This design comes from an exercise in tuning for a short achievable clock period and few clock cycles on the open sky130 flow, not from production work. At most, simulation tests tie the RTL to the original design; equivalence was not proved. The flow treats the clock pin as an ideal source. Dropping or thinning the clock tree relies on that and would not hold on a real chip. Power is estimated from default activity; no workload was simulated.

==> flow/design.v <==
`timescale 1ns/1ns
module reduction
#(
    parameter SOURCE_WIDTH = 640,
    parameter SOURCE_HEIGHT = 480,
    parameter SOURCE_DATA_WIDTH = 1,
    parameter SOURCE_ADDR_WIDTH = 19,
    parameter DEST_ADDR_WIDTH = 17,
    parameter DEST_DATA_WIDTH = 1
)
(
    input clk,
    input resetn,
    input go,
    input [SOURCE_DATA_WIDTH-1:0] source_data,
    output reg [SOURCE_ADDR_WIDTH-1:0] source_addr,
    output reg [DEST_ADDR_WIDTH-1:0] dest_addr,
    output reg [DEST_DATA_WIDTH-1:0] dest_data,
    output reg dest_write_enable,
    output reg done
);
    localparam AW = SOURCE_ADDR_WIDTH;
    localparam DW = DEST_ADDR_WIDTH;
    localparam BOXES_PER_ROW = SOURCE_WIDTH / 2;
    localparam NBOX = (SOURCE_WIDTH * SOURCE_HEIGHT) / 4;
    reg started;
    reg          v0, v1, v2;
    reg [1:0]    k0, k1, k2;
    reg [AW-2:0] s0, s1, s2;
    reg [DW-1:0] d0, d1, d2;
    reg [AW-1:0] ca2;        
    reg          dq;         
    reg [AW-2:0] ns;         
    reg [AW-2:0] rs;         
    reg [DW-1:0] nd;
    reg [8:0]    col;
    reg          lastcol, lastbox, exhausted;
    wire fin   = ~v2 | ~dq | (k2 == 2'd3);
    wire alloc = fin & started & ~exhausted;
    wire [AW-1:0] tl1 = {s1, 1'b0};
    wire [AW-1:0] bl1 = tl1 + SOURCE_WIDTH;
    always @(posedge clk) begin
        if (!resetn)
            started <= 1'b0;
        else if (go)
            started <= 1'b1;
    end
    always @(posedge clk) begin
        v1 <= v0; k1 <= k0; s1 <= s0; d1 <= d0;
        v2 <= v1; k2 <= k1; s2 <= s1; d2 <= d1;
        case (k1)
            2'd0:    ca2 <= bl1 | 1'b1;      
            2'd1:    ca2 <= tl1 | 1'b1;      
            default: ca2 <= bl1;             
        endcase
        dq <= source_data[0];
        if (fin) begin
            v0 <= alloc;
            k0 <= 2'd0;
            s0 <= ns;
            d0 <= nd;
            source_addr <= {ns, 1'b0};
        end else begin
            v0 <= 1'b1;
            k0 <= k2 + 2'd1;
            s0 <= s2;
            d0 <= d2;
            source_addr <= ca2;
        end
        dest_addr <= d2;
        dest_data <= dq;
        dest_write_enable <= v2 & (~dq | (k2 == 2'd3));
        if (!resetn) begin
            v0 <= 1'b0;
            v1 <= 1'b0;
            v2 <= 1'b0;
            dest_write_enable <= 1'b0;
        end
    end
    always @(posedge clk) begin
        if (!started) begin
            ns <= 0;
            rs <= SOURCE_WIDTH;
            nd <= 0;
            col <= 0;
            lastcol <= 1'b0;
            lastbox <= 1'b0;
            exhausted <= 1'b0;
        end else if (alloc) begin
            nd <= nd + 1'b1;
            if (lastcol) begin
                ns <= rs;
                rs <= rs + SOURCE_WIDTH;
                col <= 0;
                lastcol <= 1'b0;
            end else begin
                ns <= ns + 1'b1;
                col <= col + 1'b1;
                lastcol <= (col == BOXES_PER_ROW - 2);
            end
            lastbox <= (nd == NBOX - 2);
            exhausted <= lastbox;
        end
    end
    always @(posedge clk) begin
        if (!resetn)
            done <= 1'b0;
        else if (started & exhausted & ~v0 & ~v1 & ~v2)
            done <= 1'b1;
    end
endmodule
clock: 13.0 ns
lec_check: 0
abc_clock_period_in_ps: 10000
cap_margin: 20
core_margin: 2
core_utilization: 40
place_density: 0.6
slew_margin: 20
standard.sh (not shown) runs the stock make flow with config.mk's settings and CLKGATE_MAP_FILE= SYNTH_SCRIPT=/design/flow/synth_recipe.tcl, a recipe that flattens the netlist after the stock synthesis.
==> flow/flow/run.sh <==
#!/bin/bash
# Standard synthesis and placement; a hand-built two-level clock tree with
# timing repair aiming for a wide setup margin (flow/cts.tcl) in place of
# ORFS's CTS step; then ORFS's routing and finishing with the same margin.
# The design's clock and constraints are unchanged.
set -euo pipefail
MARGIN=9.9
bash standard.sh synth > synth.log 2>&1
bash standard.sh place > place.log 2>&1
export RESULTS=$PWD/orfs/results/sky130hd/reduction/base
export FLOWDIR=$PWD/flow
export MARGIN CTS_NTOP=4 CTS_NLEAF=24 CTS_TOP_BUF=sky130_fd_sc_hd__clkinv_16 CTS_LEAF_BUF=sky130_fd_sc_hd__clkinv_8
export DONT_USE="sky130_fd_sc_hd__probe_p_8 sky130_fd_sc_hd__probec_p_8 sky130_fd_sc_hd__lpflow_*"
openroad -no_init -exit flow/cts.tcl > cts.log 2>&1
bash standard.sh SETUP_SLACK_MARGIN=$MARGIN finish > finish.log 2>&1
Other scripts of this flow, unchanged in this note and not shown: flow/flow/cts.tcl, flow/flow/mcts.tcl
The starting point passed the timing, design-rule and antenna checks.
Change:
--- a/flow/design.v
+++ b/flow/design.v
@@ -27,10 +27,11 @@
     reg          v0, v1, v2;
     reg [1:0]    k0, k1, k2;
-    reg [AW-2:0] s0, s1, s2;
+    reg [AW-1:0] s0, s1, s2;
+    reg [AW-1:0] t0, t1, t2;
     reg [DW-1:0] d0, d1, d2;
     reg [AW-1:0] ca2;        
     reg          dq;         
-    reg [AW-2:0] ns;         
-    reg [AW-2:0] rs;         
+    reg [AW-1:0] ns, nt;     
+    reg [AW-1:0] rs, rt;     
     reg [DW-1:0] nd;
     reg [8:0]    col;
@@ -38,6 +39,4 @@
     wire fin   = ~v2 | ~dq | (k2 == 2'd3);
     wire alloc = fin & started & ~exhausted;
-    wire [AW-1:0] tl1 = {s1, 1'b0};
-    wire [AW-1:0] bl1 = tl1 + SOURCE_WIDTH;
     always @(posedge clk) begin
         if (!resetn)
@@ -47,11 +46,7 @@
     end
     always @(posedge clk) begin
-        v1 <= v0; k1 <= k0; s1 <= s0; d1 <= d0;
-        v2 <= v1; k2 <= k1; s2 <= s1; d2 <= d1;
-        case (k1)
-            2'd0:    ca2 <= bl1 | 1'b1;      
-            2'd1:    ca2 <= tl1 | 1'b1;      
-            default: ca2 <= bl1;             
-        endcase
+        v1 <= v0; k1 <= k0; s1 <= s0; t1 <= t0; d1 <= d0;
+        v2 <= v1; k2 <= k1; s2 <= s1; t2 <= t1; d2 <= d1;
+        ca2 <= (k1[0] ? s1 : t1) | {{(AW-1){1'b0}}, ~k1[1]};
         dq <= source_data[0];
         if (fin) begin
@@ -59,10 +54,12 @@
             k0 <= 2'd0;
             s0 <= ns;
+            t0 <= nt;
             d0 <= nd;
-            source_addr <= {ns, 1'b0};
+            source_addr <= ns;
         end else begin
             v0 <= 1'b1;
             k0 <= k2 + 2'd1;
             s0 <= s2;
+            t0 <= t2;
             d0 <= d2;
             source_addr <= ca2;
@@ -81,5 +78,7 @@
         if (!started) begin
             ns <= 0;
-            rs <= SOURCE_WIDTH;
+            nt <= SOURCE_WIDTH;
+            rs <= 2 * SOURCE_WIDTH;
+            rt <= 3 * SOURCE_WIDTH;
             nd <= 0;
             col <= 0;
@@ -91,9 +90,12 @@
             if (lastcol) begin
                 ns <= rs;
-                rs <= rs + SOURCE_WIDTH;
+                nt <= rt;
+                rs <= rs + 2 * SOURCE_WIDTH;
+                rt <= rt + 2 * SOURCE_WIDTH;
                 col <= 0;
                 lastcol <= 1'b0;
             end else begin
-                ns <= ns + 1'b1;
+                ns <= ns + 2'd2;
+                nt <= nt + 2'd2;
                 col <= col + 1'b1;
                 lastcol <= (col == BOXES_PER_ROW - 2);
Result: Setup slack gets worse by 0.0069 ns; clock power is higher by 22%; clock skew is higher by 0.0053 ns; wire length is higher by 49%; utilization is lower by 1.9 points; hold slack gets better by 0.0045 ns; combinational power is higher by 51%; via count is higher by 43%; critical path depth stays the same; register-to-register slack gets worse by 0.25 ns.
Testbench counts after the change, summed over its fixed seeds: cycles 561,903.
Function not checked in the first run of this note: the RTL went through the layout flow alone. No run of this note takes its clock network from TritonCTS; it comes from the design's own scripts or RTL.

==> static timing again, ports no longer ideal <==
The flow's constraints put no driver on any port. The routed layouts listed below were extracted and timed again, unchanged, in two steps. Step 1 assumes that a clkbuf_16 drives the clock port and a buf_2 every other input. Step 2 also shifts input and output timing later by t, the mid clock arrival at the registers, as if the neighbouring blocks saw the same clock. Slacks: no drivers / after step 1 / after step 2; pairs: no drivers / after step 1.
run | shift t [ns] | setup slack, ns | worst setup path at the end | latest minus earliest clock arrival (ns) | worst slew at a driven data input, ns
the first run | 0.382 | 9.801 / 9.577 / 9.889 | input to register | 0.016 / 0.020 | 0.03
the second run | 0.419 | 9.794 / 9.555 / 9.713 | input to register | 0.022 / 0.024 | 0.03
After both steps setup and hold are still met in every run listed. The setup slack of the second run, which loses most, moves by -0.239 ns with the drivers and by -0.081 ns with both steps.
